This design comes from an exercise in tuning for small area and few clock cycles on the open sky130 flow, not from production work.
Only simulation tests tie the RTL to the original design; equivalence was not proved.
Power is estimated from default activity; no workload was simulated.

**flow/design.v**
```verilog
module connect4_engine (
	input         clk,
	input         reset,         
	input         active,        
	input  [2:0]  coluna_in,     
	input  [1:0]  player_in,     
	output reg [1:0] response,   
	input         rden_vga,      
	input  [5:0]  addr_vga,      
	output reg    ready_vga,
	output [13:0] data_vga
);
	wire       p = player_in[1];
	reg        lp;               
	wire       won;
	wire       mv = active & ~won & ~|response;
	wire [41:0] occ, clr;        
	wire [6:0]  full;
	genvar j, i;
	generate
		for (j = 0; j < 7; j = j + 1) begin : g_col
			reg  [6:0] ncol;     
			wire [6:0] col = ~ncol;
			wire [6:0] above;    
			assign above[6] = 1'b0;
			for (i = 0; i < 6; i = i + 1) begin : g_cell
				assign above[i] = above[i+1] | col[i+1];
				assign occ[i*7+j] = above[i];
				assign clr[i*7+j] = col[i];
			end
			assign full[j] = col[6];
			wire wr = mv & (coluna_in == j) & ~col[6];
			wire [6:0] k  = {7{wr}} & ~above;
			wire [6:0] sh = {col[5:0], 1'b0};
			always @(posedge clk) begin
				if (!reset)
					ncol <= 7'b1111110;
				else
					ncol <= ~((col & (~k | {7{p}})) | (~col & k & sh));
			end
		end
	endgenerate
	wire fullc = |(full & (7'd1 << coluna_in));
	always @(posedge clk) begin
		response <= mv ? (fullc ? 2'd1 : 2'd2) : 2'd0;
		if (mv)
			lp <= p;
	end
	wire [41:0] m = occ & ~(clr ^ {42{lp}});
	function f7;
		input [6:0] x;
		f7 = x[3] & ((x[1] & x[2] & (x[0] | x[4])) | (x[4] & x[5] & (x[2] | x[6])));
	endfunction
	function f6;
		input [5:0] x;
		f6 = x[2] & x[3] & ((x[0] & x[1]) | (x[1] & x[4]) | (x[4] & x[5]));
	endfunction
	function f5;
		input [4:0] x;
		f5 = x[1] & x[2] & x[3] & (x[0] | x[4]);
	endfunction
	wire [5:0] hz;
	wire [6:0] vt;
	wire [5:0] du, dd;
	generate
		for (i = 0; i < 6; i = i + 1) begin : g_h
			assign hz[i] = f7(m[i*7 +: 7]);
		end
		for (j = 0; j < 7; j = j + 1) begin : g_v
			assign vt[j] = f6({m[35+j], m[28+j], m[21+j], m[14+j], m[7+j], m[j]});
		end
	endgenerate
	assign du[0] = m[0*7+3] & m[1*7+4] & m[2*7+5] & m[3*7+6];
	assign du[1] = f5({m[4*7+6], m[3*7+5], m[2*7+4], m[1*7+3], m[0*7+2]});
	assign du[2] = f6({m[5*7+6], m[4*7+5], m[3*7+4], m[2*7+3], m[1*7+2], m[0*7+1]});
	assign du[3] = f6({m[5*7+5], m[4*7+4], m[3*7+3], m[2*7+2], m[1*7+1], m[0*7+0]});
	assign du[4] = f5({m[5*7+4], m[4*7+3], m[3*7+2], m[2*7+1], m[1*7+0]});
	assign du[5] = m[2*7+0] & m[3*7+1] & m[4*7+2] & m[5*7+3];
	assign dd[0] = m[0*7+3] & m[1*7+2] & m[2*7+1] & m[3*7+0];
	assign dd[1] = f5({m[4*7+0], m[3*7+1], m[2*7+2], m[1*7+3], m[0*7+4]});
	assign dd[2] = f6({m[5*7+0], m[4*7+1], m[3*7+2], m[2*7+3], m[1*7+4], m[0*7+5]});
	assign dd[3] = f6({m[5*7+1], m[4*7+2], m[3*7+3], m[2*7+4], m[1*7+5], m[0*7+6]});
	assign dd[4] = f5({m[5*7+2], m[4*7+3], m[3*7+4], m[2*7+5], m[1*7+6]});
	assign dd[5] = m[2*7+6] & m[3*7+5] & m[4*7+4] & m[5*7+3];
	assign won = |{hz, vt, du, dd};
	wire [5:0] a = addr_vga;
	wire [5:0] sel;
	wire [6:1] thr;
	assign sel[0] = a[5];
	assign sel[1] = a[4] & a[3];
	assign sel[2] = a[4] & ~a[3];
	assign sel[3] = a[3] & ~a[4];
	assign sel[4] = a[0] & ~(a[5] | a[4] | a[3]);
	assign sel[5] = ~(a[5] | a[4] | a[3] | a[0]);
	assign thr[1] = a[5];
	assign thr[2] = a[5] | (a[4] & a[3]);
	assign thr[3] = a[5] | a[4];
	assign thr[4] = a[5] | a[4] | a[3];
	assign thr[5] = a[5] | a[4] | a[3] | a[0];
	assign thr[6] = 1'b1;
	generate
		for (j = 0; j < 7; j = j + 1) begin : g_rd
			wire [6:0] w = g_col[j].col;
			wire oc = won | |(thr & w[6:1]);
			wire pl = (won & lp) | (|(sel & w[5:0]) & ~won);
			assign data_vga[2*j +: 2] = {oc & pl, oc & ~pl};
		end
	endgenerate
	always @(posedge clk)
		ready_vga <= rden_vga & ~ready_vga;
endmodule
```
**flow/flow/run.sh**
```bash
#!/bin/bash
# Layout: the standard flow (standard.sh), with
#  - synthesis mapped by the ABC script in abc_own.script (synth_own.tcl is
#    synth_recipe.tcl with only the ABC script replaced),
#  - the ports buffered with the smallest buffer,
#  - a clock tree of few sink clusters and no dummy loads.
# Each tool's log is in orfs/logs/; make's output is in standard.log.
set -euo pipefail
work=$(pwd)
bash standard.sh \
	"SYNTH_SCRIPT=$work/flow/synth_own.tcl" \
	"BUFFER_PORTS_ARGS=-buffer_cell sky130_fd_sc_hd__buf_1" \
	"CTS_ARGS=-sink_clustering_enable -sink_clustering_size 30 -sink_clustering_max_diameter 200 -buf_list sky130_fd_sc_hd__clkbuf_8 -root_buf sky130_fd_sc_hd__clkbuf_8 -repair_clock_nets -dont_use_dummy_load" \
	finish > "$work/standard.log" 2>&1
```
**flow/flow/abc_own.script**
```
strash
balance -l
 resub -K 6 -l
 rewrite -l
 resub -K 6 -N 2 -l
 refactor -l
 resub -K 8 -l
 balance -l
 resub -K 8 -N 2 -l
 rewrite -l
 resub -K 10 -l
 rewrite -z -l
 resub -K 10 -N 2 -l
 balance -l
 resub -K 12 -l
 refactor -z -l
 resub -K 12 -N 2 -l
 rewrite -z -l
 balance -l
balance -l
 resub -K 6 -l
 rewrite -l
 resub -K 6 -N 2 -l
 refactor -l
 resub -K 8 -l
 balance -l
 resub -K 8 -N 2 -l
 rewrite -l
 resub -K 10 -l
 rewrite -z -l
 resub -K 10 -N 2 -l
 balance -l
 resub -K 12 -l
 refactor -z -l
 resub -K 12 -N 2 -l
 rewrite -z -l
 balance -l
balance -l
 resub -K 6 -l
 rewrite -l
 resub -K 6 -N 2 -l
 refactor -l
 resub -K 8 -l
 balance -l
 resub -K 8 -N 2 -l
 rewrite -l
 resub -K 10 -l
 rewrite -z -l
 resub -K 10 -N 2 -l
 balance -l
 resub -K 12 -l
 refactor -z -l
 resub -K 12 -N 2 -l
 rewrite -z -l
 balance -l
&get -n
&dch -f
&put
amap -A 1000 -F 1000
```
**flow/flow/synth_own.tcl**
```tcl
# The standard synthesis (synth_recipe.tcl), with ABC's mapping script
# replaced by flow/abc_own.script: the steps before and after ABC, and so the
# registers and their names, are the standard synthesis's.
proc synth {args} { yosys synth -nofsm -noshare {*}$args }
set own_abc [file join [file dirname [file normalize [info script]]] abc_own.script]
set f [open $::env(SCRIPTS_DIR)/synth.tcl]
set synth_text [read $f]
close $f
set from {log_cmd abc {*}$abc_args}
if { [string first $from $synth_text] < 0 } { error "synth.tcl has no ABC call to replace" }
set synth_text [string map [list $from {log_cmd abc {*}[lreplace $abc_args 1 1 $own_abc]}] $synth_text]
eval $synth_text
# left out here: clear keep_hierarchy, flatten, clean up, hide names made inside functions, write 1_2_yosys.v
```
**flow/standard.sh**
```bash
#!/bin/bash
# synth_recipe.tcl (not shown) runs the flow's synth.tcl, then flattens the netlist and writes it again
# the make line also repeats each setting of config.mk as NAME=value (left out here)
make -C /OpenROAD-flow-scripts/flow DESIGN_CONFIG=/design/flow/config.mk WORK_HOME=/design/flow/orfs CLKGATE_MAP_FILE= SYNTH_SCRIPT=/design/flow/synth_recipe.tcl "${@:-finish}"
```
**flow/config.mk**
```make
export PLATFORM = sky130hd
export DESIGN_NAME = connect4_engine
export DESIGN_NICKNAME = connect4_engine
export VERILOG_FILES = /design/flow/design.v
export SDC_FILE = /design/flow/constraint.sdc
export NUM_CORES = 4
export LEC_CHECK = 0
export ABC_AREA = 1
export CAP_MARGIN = 0
export CORE_MARGIN = 2
export CORE_UTILIZATION = 60
export PLACE_DENSITY = 0.7
export SLEW_MARGIN = 0
```
**flow/constraint.sdc**
```tcl
create_clock -name core_clock -period 10.0 [get_ports {clk}]
set_input_delay 2.0000 -clock core_clock [delete_from_list [all_inputs] [get_ports {clk}]]
set_output_delay 2.0000 -clock core_clock [all_outputs]
set_load 0.01 [all_outputs]
```
==> results by group, run 1 <==
Status
  • Status: timing/DRC/antenna clean

Clock tree
  • Post_cts resized: 0
  • Hold buffers post-CTS: 0
  • Setup repair bufs after CTS: 0
  • Clk sink count: 53
  • CTS H-tree depth: 2
  • CTS Buf Count: 5
  • CTS tree: built
  • Clock Path Buffers: 2
  • Reg clk slew, reported paths: 0.09 ns
  • CTS root buffer: clkbuf_8
  • Worst-Skew Late Latency: 0.31 ns

Synthesis
  • Synth warn: 1
  • Cell taking the most area after synthesis: dfxtp_1
  • Ys async rst share: 0
  • Synthesis-stage register bit count: 53
  • Synth top area share: 0.286
  • Synthesized Nets: 563
  • Post-synth EDFFs: 1
  • Syn Inst Count: 548
  • Synth area leaders: dfxtp_1, nor2_1, o21ai_0, clkinv_1, o221ai_1
  • Syn avg cell area: 6.65 sq um
  • Predominant post-synthesis flop cell: dfxtp_1
  • Netlist cell types: 32
  • Post-synthesis cell area: 0.00364 sq mm
  • Sequential area share after synthesis: 0.294

Timing
  • Max-Slew Margin vs Limit: 0.228
  • Final worst setup slack: 1.66 ns
  • Final setup TNS: 0 ns
  • Minimum clock period: 8.34 ns
  • Clock Skew: 0.0129 ns
  • Fmax: 120 MHz
  • Fin Hold WS: 0.438 ns
  • Period utilization: 0.834
  • Worst slew pin tran: 1.16 ns
  • Slew Limit Fails: 0
  • Final Hold Violating Endpoints: 0
  • Count of final setup violators: 0
  • RSZ-0062 raised after global routing: false

Critical path
  • Critical Path RT: 8.00 ns
  • Worst Path Arrival: 6.34 ns
  • Crit Path Max Fanout: 46
  • Reg2reg setup slack: 3.77 ns
  • Crit path kind: flop to output port
  • Setup crit start kind: flop
  • CP endpoint kind: output port

Power
  • Int Power: 0.271 mW
  • Switch share: 0.273
  • Clock power share: 0.298
  • Combinational power share: 0.122
  • PwrDens: 94.8 mW/mm^2
  • Seq pwr share: 0.580
  • Max IR drop VDD: 0.0000792 V
  • Pleak: 1.29 nW
  • Psw: 0.102 mW

Job
  • MaxCap Viol Count: 0

Detailed routing
  • Average wire per cell in the routed design: 19.1 um
  • Drt pass-1 iters: 8
  • Vias: 4564
  • DRC: 0
  • Post-DR vias/cell: 6.93
  • Drt initial violations: 465
  • DRT antenna net count: 0
  • Total Wirelength: 12600 um

Layout
  • Multi-input logic area: 0.00231 sq mm
  • Area growth syn-to-layout: 7.96%
  • Diode count: 0
  • Register area: 0.00107 sq mm
  • Fill cells: 570
  • Layout cells sized above 1: 0.0137
  • Fin nets: 601

Placement
  • IO buf count: 28
  • Pre-CTS setup slack: 2.33 ns
  • HPWL after detailed placement: 8990 um
  • GPL Wtd Cong: 1.09

GRT
  • Vias in the first global route: 4066
  • Initial antenna violation count: 0
  • Grt ovf: 0
  • Largest net degree at the start of global routing: 47
  • Gr usage total: 0.383
  • First-pass GRT wire length: 19600 um

Floorplanning
  • Total core area: 0.00589 sq mm
  • I/O pin count: 32
  • Cell row count: 28
  • Initial Util: 0.619
  • Die H: 81.9 um
  • Die Wd: 81.9 um
  • Die Area: 0.00671 sq mm

Hold path
  • Hold WC Path Type: flop to flop
-- routing by layer --
metal	vias to the layer above	wire length (um)	GRT usage
met5	-	0	0
met4	0	614	0.200
met3	57	1560	0.0945
met2	303	5430	0.604
met1	2068	4980	0.482
li1	2136	-	-
-- worst max-delay path: stages, from the launching register on --
cell and delay (ns):
edfxtp_1 0.33, buf_4 0.40, clkinv_1 0.57, buf_4 0.41, o221ai_1 0.44, clkinv_1 0.18, a22oi_1 0.20, a2111oi_0 0.09
a221oi_1 0.33, o2111ai_1 0.22, a2111o_1 0.37, a221oi_1 0.67, clkinv_1 0.72, nand2_1 0.55, o21ai_0 0.23, nor2b_1 0.18
buf_1 0.13
-- final cells by class --
type / instances / area share
multi-input combinational: 424 / 0.586
sequential: 53 / 0.272
inverter: 71 / 0.0677
timing repair buffer: 31 / 0.0324
tap: 75 / 0.0238
clock buffer: 5 / 0.0175
-- cells in the mapped netlist (4+ instances only) --
master,n
and3_1,4
a222oi_1,8
o21ai_0,72
nor2b_1,17
o311ai_0,14
a21oi_1,34
a22oi_1,4
clkinv_1,71
o22ai_1,32
o221ai_1,25
o211ai_1,7
o41ai_1,5
nor2_1,109
nor3_1,24
dfxtp_1,52
nand3_1,20
nand2_1,28
-- per-stage QoR --
stage / area [sq um] / utilization / power (mW) / std cells
after floorplan: 3640 / - / 0.245 / 548
after global placement: 3870 / 0.657 / 0.263 / 654
after detailed placement: 3870 / 0.657 / 0.264 / 654
after CTS: 3940 / 0.669 / 0.374 / 659
after global routing: 3940 / 0.669 / 0.384 / 659
final: 3940 / 0.669 / 0.373 / 659
-- state kept, by name (all words and copies together), names as in the netlist --
| register | count |
|---|---|
| g_col.ncol | 49 |
| ready_vga | 1 |
| lp | 1 |
| response | 2 |
-- cell families after synthesis --
group | after synthesis | share of synthesized area
simple gates | 209 | 0.250
compound gates | 215 | 0.383
flops | 53 | 0.294
buf+inv | 71 | 0.0731
-- power groups by stage --
stage,sequential [mW],combinational [mW],clock [mW]
after global routing,0.217,0.0482,0.120
final,0.216,0.0456,0.111
after detailed placement,0.221,0.0432,0
after floorplan,0.223,0.0228,0
after global placement,0.221,0.0422,0
after CTS,0.216,0.0434,0.115
-- final timing paths --
check	cells past startpoint	from	to
max	16	lp	data_vga[8]
min	1	ready_vga	ready_vga
max reg2reg	17	lp	g_col[6].ncol[4]
min reg2reg	1	ready_vga	ready_vga
-- cells in the final DEF (no fill, tap or decap), drive strengths merged --
master / count
nor2: 109
o21ai: 72
clkinv: 71
dfxtp: 52
a21oi: 34
o22ai: 32
buf: 31
nand2: 28
o221ai: 25
nor3: 24
nand3: 20
nor2b: 17
o311ai: 14
a222oi: 8
o211ai: 7
o41ai: 5
clkbuf: 5
a22oi: 4
and3: 4
or2: 3
or3: 3
a2111oi: 2
a221oi: 2
a31oi: 2
o21a: 1
o22a: 1
o2111ai: 1
o32a: 1
a211oi: 1
nor4: 1
a32oi: 1
o32ai: 1
a2111o: 1
edfxtp: 1
Testbench counts, summed over its fixed seeds: cycles 11,028.
==> inputs of run 2 (changes only) <==
--- a/flow/flow/run.sh
+++ b/flow/flow/run.sh
@@ -10,5 +10,5 @@
 bash standard.sh \
 	"SYNTH_SCRIPT=$work/flow/synth_own.tcl" \
 	"BUFFER_PORTS_ARGS=-buffer_cell sky130_fd_sc_hd__buf_1" \
-	"CTS_ARGS=-sink_clustering_enable -sink_clustering_size 30 -sink_clustering_max_diameter 200 -buf_list sky130_fd_sc_hd__clkbuf_8 -root_buf sky130_fd_sc_hd__clkbuf_8 -repair_clock_nets -dont_use_dummy_load" \
+	"CTS_ARGS=-buf_list sky130_fd_sc_hd__clkbuf_8 -root_buf sky130_fd_sc_hd__clkbuf_8 -repair_clock_nets -dont_use_dummy_load" \
 	finish > "$work/standard.log" 2>&1
--- a/flow/config.mk
+++ b/flow/config.mk
@@ -6,8 +6,8 @@
 export NUM_CORES = 4
 export LEC_CHECK = 0
 export ABC_AREA = 1
-export CAP_MARGIN = 0
+export CAP_MARGIN = 5
 export CORE_MARGIN = 2
 export CORE_UTILIZATION = 60
 export PLACE_DENSITY = 0.7
-export SLEW_MARGIN = 0
+export SLEW_MARGIN = 5
==> run 2 against run 1 <==
Net effect: still clean; final area did not move; worst setup slack did not move; utilization did not move; hold slack did not move; critical path type unchanged; critical endpoint unchanged; largest cell class unchanged.
==> results by group, run 2 <==
Synthesis
  • Syn Inst Count: 548 (unchanged)
  • Syn avg cell area: 6.65 sq um (unchanged)
  • Predominant post-synthesis flop cell: dfxtp_1
  • Synth warn: 1 (unchanged)
  • Synthesized Nets: 563 (unchanged)
  • Synth area leaders: dfxtp_1, nor2_1, o21ai_0, clkinv_1, o221ai_1
  • Ys async rst share: 0 (unchanged)
  • Synth top area share: 0.286 (unchanged)
  • Post-synthesis cell area: 0.00364 sq mm (unchanged)
  • Cell taking the most area after synthesis: dfxtp_1
  • Sequential area share after synthesis: 0.294 (unchanged)
  • Most numerous cell in the Yosys netlist: nor2_1
  • Synthesis-stage register bit count: 53 (unchanged)
  • Top cells by count, synth: nor2_1, o21ai_0, clkinv_1
  • Post-synth EDFFs: 1 (unchanged)
  • Netlist cell types: 32 (unchanged)

Critical path
  • Slowest stage cell on the critical path: clkinv_1
  • Most frequent CP cell: clkinv_1
  • Critical Path RT: 8.00 ns (about the same)
  • Reg2reg setup slack: 3.77 ns (about the same)
  • Worst Path Arrival: 6.34 ns (about the same)
  • Crit Path Max Fanout: 46 (unchanged)
  • Worst path cell trace: buf_4, clkinv_1, buf_4, o221ai_1, clkinv_1, a22oi_1, a2111oi_0, a221oi_1, o2111ai_1, a2111o_1, a221oi_1, clkinv_1, nand2_1, o21ai_0, nor2b_1, buf_1
  • CP max stage delay: 0.72 ns (about the same)
  • Worst reg2reg startpoint: lp
  • R2R depth: 17 (unchanged)
  • Crit path kind: flop to output port
  • Setup crit start kind: flop
  • CP endpoint kind: output port
  • Worst R2R End: g_col[6].ncol[4]
  • CP startpoint: lp

Placement
  • Pre-CTS setup slack: 2.33 ns (unchanged)
  • HPWL after detailed placement: 8990 um (unchanged)
  • IO buf count: 28 (unchanged)
  • GPL Wtd Cong: 1.09 (unchanged)

Timing
  • Fmax: 120 MHz (unchanged)
  • Final setup TNS: 0 ns (unchanged)
  • Clock Skew: 0.0129 ns (unchanged)
  • Worst slew pin tran: 1.16 ns (unchanged)
  • Count of final setup violators: 0 (unchanged)
  • Minimum clock period: 8.34 ns (unchanged)
  • Max-Slew Margin vs Limit: 0.228 (unchanged)
  • Period utilization: 0.834 (unchanged)
  • Slew Limit Fails: 0 (unchanged)
  • Final worst setup slack: 1.66 ns (unchanged)
  • Final Hold Violating Endpoints: 0 (unchanged)
  • RSZ-0062 raised after global routing: false

Clock tree
  • CTS H-tree depth: 2 (unchanged)
  • CTS Buf Count: 5 (unchanged)
  • Reg clk slew, reported paths: 0.09 ns (about the same)
  • Worst-Skew Late Latency: 0.31 ns (about the same)
  • CTS root buffer: clkbuf_8
  • Clock Path Buffers: 2 (unchanged)
  • Hold buffers post-CTS: 0 (unchanged)
  • CTS tree: built
  • Clk sink count: 53 (unchanged)
  • Setup repair bufs after CTS: 0 (unchanged)
  • Post_cts resized: 0 (unchanged)

Layout
  • Diode count: 0 (unchanged)
  • Largest register by flop count: g_col.ncol
  • Commonest non-fill, non-tap cell in the layout: nor2_1
  • Area growth syn-to-layout: 7.96% (unchanged)
  • Fin nets: 601 (unchanged)
  • Largest regs: g_col.ncol x49, response x2
  • Layout cells sized above 1: 0.0137 (unchanged)
  • Commonest non-fill, non-tap cells in the layout: nor2_1, o21ai_0, clkinv_1, dfxtp_1, a21oi_1
  • Largest register FFs: 49 (unchanged)

Power
  • PwrDens: 94.8 mW/mm^2 (unchanged)
  • Switch share: 0.273 (unchanged)
  • Clock power share: 0.298 (about the same)
  • Max IR drop VDD: 0.0000792 V (unchanged)
  • Combinational power share: 0.122 (about the same)
  • Int Power: 0.271 mW (unchanged)
  • Pleak: 1.29 nW (unchanged)
  • Seq pwr share: 0.580 (about the same)
  • Psw: 0.102 mW (unchanged)

Floorplanning
  • Total core area: 0.00589 sq mm (unchanged)
  • Die Wd: 81.9 um (unchanged)
  • Cell row count: 28 (unchanged)
  • Die Area: 0.00671 sq mm (unchanged)
  • Die H: 81.9 um (unchanged)
  • Initial Util: 0.619 (unchanged)
  • I/O pin count: 32 (unchanged)

Detailed routing
  • Post-DR vias/cell: 6.93 (unchanged)
  • Max Used Layer: met4
  • Average wire per cell in the routed design: 19.1 um (unchanged)
  • Met2 WL: 5430 um (unchanged)
  • Vias: 4564 (unchanged)
  • DRT antenna net count: 0 (unchanged)
  • Wire length on met3: 1560 um (unchanged)
  • M1 WL: 4980 um (unchanged)
  • Drt pass-1 iters: 8 (unchanged)
  • DRC: 0 (unchanged)
  • Drt initial violations: 465 (unchanged)
  • Total Wirelength: 12600 um (unchanged)

GRT
  • Grt ovf: 0 (unchanged)
  • Largest net degree at the start of global routing: 47 (unchanged)
  • Initial antenna violation count: 0 (unchanged)
  • Vias in the first global route: 4066 (unchanged)
  • Gr usage total: 0.383 (unchanged)
  • First-pass GRT wire length: 19600 um (unchanged)

Hold path
  • Hold Crit Depth: 1 (unchanged)
  • Hold WC Path Type: flop to flop
  • Min-delay src: ready_vga
  • Worst hold endpoint: ready_vga

Job
  • MaxCap Viol Count: 0 (unchanged)

Status
  • Status: timing/DRC/antenna clean
run 2: cell counts in the layout (fill, tap and decap cells not counted):
No cell type changed its count.
run 2: layer usage:
metal,track usage,up-vias
li1,-,2136
met1,0.482,2068
met2,0.604,303
met3,0.0945,57
met4,0.200,0
met5,0,-
run 2: cells by family (layout without fill, tap and decap cells):
family / Yosys count / after routing / share of synthesized area
AO/OA/AOI/OAI: 215 / 215 / 0.383
flip-flops: 53 / 53 / 0.294
buffers and inverters: 71 / 107 / 0.0731
AND/OR/NAND/NOR: 209 / 209 / 0.250
run 2: critical path: cells and delay by family (launching register included):
kind | cells | cell delay (ns)
buf+inv | 6 | 2.41
flops | 1 | 0.33
compound gates | 8 | 2.55
simple gates | 2 | 0.73
run 2: per-stage QoR:
stage | cell area, sq um | power (mW) | hold WS, ns | util | cells
finish | 3940 | 0.373 | 0.438 | 0.669 | 659
global route | 3940 | 0.384 | 0.450 | 0.669 | 659
CTS | 3940 | 0.374 | 0.443 | 0.669 | 659
detailed placement | 3870 | 0.264 | 0.427 | 0.657 | 654
global placement | 3870 | 0.263 | 0.397 | 0.657 | 654
floorplan | 3640 | 0.245 | 0.450 | - | 548
run 2: area by class of cell:
class	count	area (sq um)
flip-flops and latches	53	1070
well taps	75	93.8
repair buffers	31	128
inverters	71	267
multi-input cells	424	2310
clock buffers	5	68.8
fillers	570	1950
run 2: power by group through the flow:
| stage | sequential, mW | combinational, mW | clock, mW |
|---|---|---|---|
| global placement | 0.221 | 0.0422 | 0 |
| finish | 0.216 | 0.0456 | 0.111 |
| CTS | 0.216 | 0.0434 | 0.115 |
| global route | 0.217 | 0.0482 | 0.120 |
| detailed placement | 0.221 | 0.0432 | 0 |
| floorplan | 0.223 | 0.0228 | 0 |
run 2: worst max-delay path by stage:
stage	to	slack (ns)	cells past startpoint
6_report	data_vga[8]	1.66	16
5_1_grt	data_vga[8]	1.49	16
4_1_cts	data_vga[8]	1.98	16
3_5_place_dp	data_vga[8]	2.33	16
3_3_place_gp	data_vga[8]	2.31	16
2_1_floorplan	data_vga[0]	3.21	12
==> inputs of run 3 (changes only) <==
==> flow/run.sh (new file) <==
#!/bin/bash
# synth_recipe.tcl (not shown) runs the flow's synth.tcl, then flattens the netlist and writes it again
# the make line also repeats each setting of config.mk as NAME=value (left out here)
make -C /OpenROAD-flow-scripts/flow DESIGN_CONFIG=/design/flow/config.mk WORK_HOME=/design/flow/orfs CLKGATE_MAP_FILE= SYNTH_SCRIPT=/design/flow/synth_recipe.tcl finish
--- a/flow/config.mk
+++ b/flow/config.mk
@@ -9,5 +9,6 @@
 export CAP_MARGIN = 5
 export CORE_MARGIN = 2
 export CORE_UTILIZATION = 60
+export CTS_BUF_LIST = sky130_fd_sc_hd__clkbuf_8
 export PLACE_DENSITY = 0.7
 export SLEW_MARGIN = 5
removed: flow/flow/run.sh
removed: flow/flow/abc_own.script
removed: flow/flow/synth_own.tcl
removed: flow/standard.sh
==> run 3 against run 2 <==
Net effect: still clean on timing, DRC and antenna; combinational power rose by 27%; sequential power barely moved; clock skew fell by 0.0058 ns; die area rose by 23%; final cell count rose by 35%; clock power rose by 45%; final area rose by 26%; critical endpoint is now data_vga[13].
==> results by group, run 3 <==
Layout
  • Commonest non-fill, non-tap cells in the layout: nand2_1, nand3_1, inv_1, nor2_1, dfxtp_1
  • Layout Utilization: 0.680 (+0.0118)
  • Fin nets: 802 (+33%)
  • Cell area after layout: 0.00496 sq mm (+26%)
  • Fill cells: 657 (+15%)
  • Area growth syn-to-layout: 9.35%
  • Largest register by flop count: g_col.ncol
  • Layout cells sized above 1: 0.0647 (+0.0510)
  • Largest regs: g_col.ncol x49, response x2
  • Post-route insts no fill: 887 (+35%)
  • Largest register FFs: 49 (unchanged)
  • Diode count: 0 (unchanged)
  • Commonest non-fill, non-tap cell in the layout: nand2_1

Status
  • Status: timing/DRC/antenna clean

Clock tree
  • Reg clk slew, reported paths: 0.11 ns (+0.02 ns)
  • Post_cts resized: 0 (unchanged)
  • CTS Buf Count: 5 (unchanged)
  • Clock Path Buffers: 2 (unchanged)
  • Setup repair bufs after CTS: 0 (unchanged)
  • Worst-Skew Late Latency: 0.32 ns (about the same)
  • CTS root buffer: clkbuf_8
  • Hold buffers post-CTS: 0 (unchanged)
  • Clk sink count: 53 (unchanged)
  • CTS H-tree depth: 2 (unchanged)
  • CTS tree: built

Synthesis
  • Netlist cell types: 40 (+25%)
  • Synth Area in Simple Gates: 0.507 (+0.258)
  • Synth area leaders: dfxtp_1, nand2_1, nand3_1, inv_1, nor2_1
  • Synth warn: 1 (unchanged)
  • Predominant post-synthesis flop cell: dfxtp_1
  • Adder-cell share of the synthesized area: 0 (unchanged)
  • Post-synth EDFFs: 1 (unchanged)
  • Multiplexer share of the synthesized area: 0 (unchanged)
  • Top cells by count, synth: nand2_1, nand3_1, inv_1
  • Synthesized Nets: 788 (+40%)
  • Synth top area share: 0.229 (-0.0562)
  • Ys async rst share: 0 (unchanged)
  • Cell taking the most area after synthesis: dfxtp_1
  • Xor and xnor area share after synthesis: 0.0328 (+0.0328)
  • Synthesis-stage register bit count: 53 (unchanged)
  • Main combinational cell family by area after synthesis: simple AND/OR/NAND/NOR gates
  • Post-synthesis cell area: 0.00454 sq mm (+24%)
  • Post-synthesis compound-gate area fraction: 0.119 (-0.264)
  • Sequential area share after synthesis: 0.236 (-0.0578)
  • Syn Inst Count: 773 (+41%)
  • Syn avg cell area: 5.87 sq um (-12%)
  • Most numerous cell in the Yosys netlist: nand2_1

Placement
  • Placed cells: 879 (+34%)
  • Placed cell area: 0.00484 sq mm (+25%)
  • IO buf count: 28 (unchanged)
  • HPWL after detailed placement: 11600 um (+29%)
  • GPL Wtd Cong: 1.05 (-3.9%)

Power
  • Max IR drop VDD: 0.0000845 V (+6.7%)
  • Power consumption: 0.437 mW (+17%)
  • Pleak: 2.72 nW (+110%)
  • PwrDens: 88.0 mW/mm^2 (-7.1%)

Floorplanning
  • I/O pin count: 32 (unchanged)
  • Die Area: 0.00827 sq mm (+23%)
  • Die Wd: 91.0 um (+11%)
  • Initial Util: 0.622 (+0.00291)
  • Total core area: 0.00729 sq mm (+24%)
  • Die H: 91.0 um (+11%)
  • Cell row count: 31 (+11%)

Timing
  • Final setup TNS: 0 ns (unchanged)
  • Minimum clock period: 7.90 ns (-0.440 ns)
  • Worst slew pin tran: 1.16 ns (+0.000640 ns)
  • Max-Slew Margin vs Limit: 0.227 (-0.000427)
  • Period utilization: 0.790 (-0.0440)
  • Final Hold Violating Endpoints: 0 (unchanged)
  • RSZ-0062 raised after global routing: false
  • Slew Limit Fails: 0 (unchanged)
  • Fmax: 127 MHz (+5.6%)
  • Count of final setup violators: 0 (unchanged)
  • Clock Skew: 0.00714 ns (-0.00579 ns)

Critical path
  • CP max stage delay: 0.90 ns (+0.18 ns)
  • WP buf/inv: 3 (-3)
  • Crit path max-delay family: simple AND/OR/NAND/NOR gates
  • Worst Path Arrival: 5.90 ns (-0.44 ns)
  • Crit path kind: input pin to output port
  • Worst path cell trace: clkdlybuf4s50_1, nor2_1, nand2_1, nor2_1, inv_1, o211ai_1, a21oi_1, o211ai_1, nand2_1, nor2_1, clkdlybuf4s50_1
  • Critical Path RT: 8.00 ns (about the same)
  • Most frequent CP cell: nor2_1
  • Slowest stage cell on the critical path: nor2_1
  • Setup crit start kind: input pin
  • Crit Path Max Fanout: 12 (-74%)
  • CP endpoint kind: output port

Detailed routing
  • Average wire per cell in the routed design: 18.0 um (-5.8%)
  • DRC: 0 (unchanged)
  • DRT antenna net count: 0 (unchanged)
  • Drt initial violations: 590 (+27%)
  • Drt pass-1 iters: 6 (-2)
  • Post-DR vias/cell: 6.15 (-11%)
  • Total Wirelength: 16000 um (+27%)
  • Vias: 5459 (+20%)

Job
  • MaxCap Viol Count: 0 (unchanged)

GRT
  • Initial antenna violation count: 0 (unchanged)
  • Vias in the first global route: 5041 (+24%)
  • First-pass GRT wire length: 25300 um (+29%)
  • Gr usage total: 0.385 (+0.00181)
  • Grt ovf: 0 (unchanged)
  • Largest net degree at the start of global routing: 40 (-15%)

Hold path
  • Hold WC Path Type: flop to flop
-- run 3: metal layers --
metal	vias to the layer above	global-route usage	routed length, um
met1	2442	0.478	6170
met4	0	0.178	766
met3	73	0.0813	1760
li1	2569	-	-
met2	375	0.638	7270
met5	-	0	0
-- run 3: layout make-up --
type	instances	area, sq um	area share
Inverter	94	355	0.0716
Multi-Input combinational cell	602	2990	0.603
Clock inverter	2	33.8	0.00681
Timing Repair Buffer	31	303	0.0610
Tap cell	99	124	0.0250
Clock buffer	6	82.6	0.0166
Sequential cell	53	1070	0.216
-- run 3: power breakdown --
part,switching (mW),leakage [nW],internal (mW),total [mW]
clock network,0.0799,0.0626,0.0809,0.161
registers,0.00439,0.431,0.214,0.218
logic,0.0392,2.23,0.0184,0.0577
total,0.124,2.72,0.313,0.437
-- run 3: path summary, 6_finish.rpt --
| kind | cells past startpoint | end | start | slack, ns |
|---|---|---|---|---|
| max | 11 | data_vga[13] | addr_vga[5] | 2.10 |
| min | 1 | ready_vga | ready_vga | 0.41 |
| max reg2reg | 16 | g_col[3].ncol[4] | lp | 5.71 |
| min reg2reg | 1 | ready_vga | ready_vga | 0.41 |
-- run 3: metrics by stage --
step	hold slack (ns)	setup slack [ns]
after CTS	0.418	2.25
final	0.415	2.10
after global routing	0.444	2.01
after floorplan	0.443	4.68
after detailed placement	0.403	2.26
after global placement	0.397	2.33
-- run 3: logic make-up (layout without fill, tap and decap cells) --
logic type | count (synthesis) | after routing
simple gates | 495 | 495
buf+inv | 118 | 133
compound gates | 90 | 90
flops | 53 | 53
xor+xnor | 17 | 17

==> static timing again, ports no longer ideal <==
How much do the figures lean on ideal ports? The routed layouts below were timed once more, with nothing changed but the port constraints. Step 1 (the two cells are an assumption about what drives the block):
set clk [get_ports {clk}]
set_driving_cell -lib_cell sky130_fd_sc_hd__clkbuf_16 $clk
set_driving_cell -lib_cell sky130_fd_sc_hd__buf_2 [delete_from_list [all_inputs] $clk]
Step 2, shift: input delay + t, output delay - t, t = (earliest + latest rising clock arrival at the registers) / 2. This alone moves slack from input paths to output paths. a / b / c = no drivers / after step 1 / after step 2; a / b = the first two.
| run | t, ns | slack for setup (ns) | hold slack, ns | latest minus earliest clock arrival (ns) | pins driven straight from the clock port |
|---|---|---|---|---|---|
| run 1 | 0.337 | 1.658 / 1.626 / 1.963 | 0.438 / 0.438 / 0.438 | 0.013 / 0.013 | 1 |
| run 2 | 0.337 | 1.658 / 1.626 / 1.963 | 0.438 / 0.438 / 0.438 | 0.013 / 0.013 | 1 |
| run 3 | 0.349 | 2.099 / 2.076 / 2.076 | 0.415 / 0.415 / 0.415 | 0.007 / 0.007 | 1 |
After both steps every run listed still meets setup and hold. The setup slack of run 3, which loses most, moves by -0.023 ns with the drivers and by -0.023 ns with both steps.
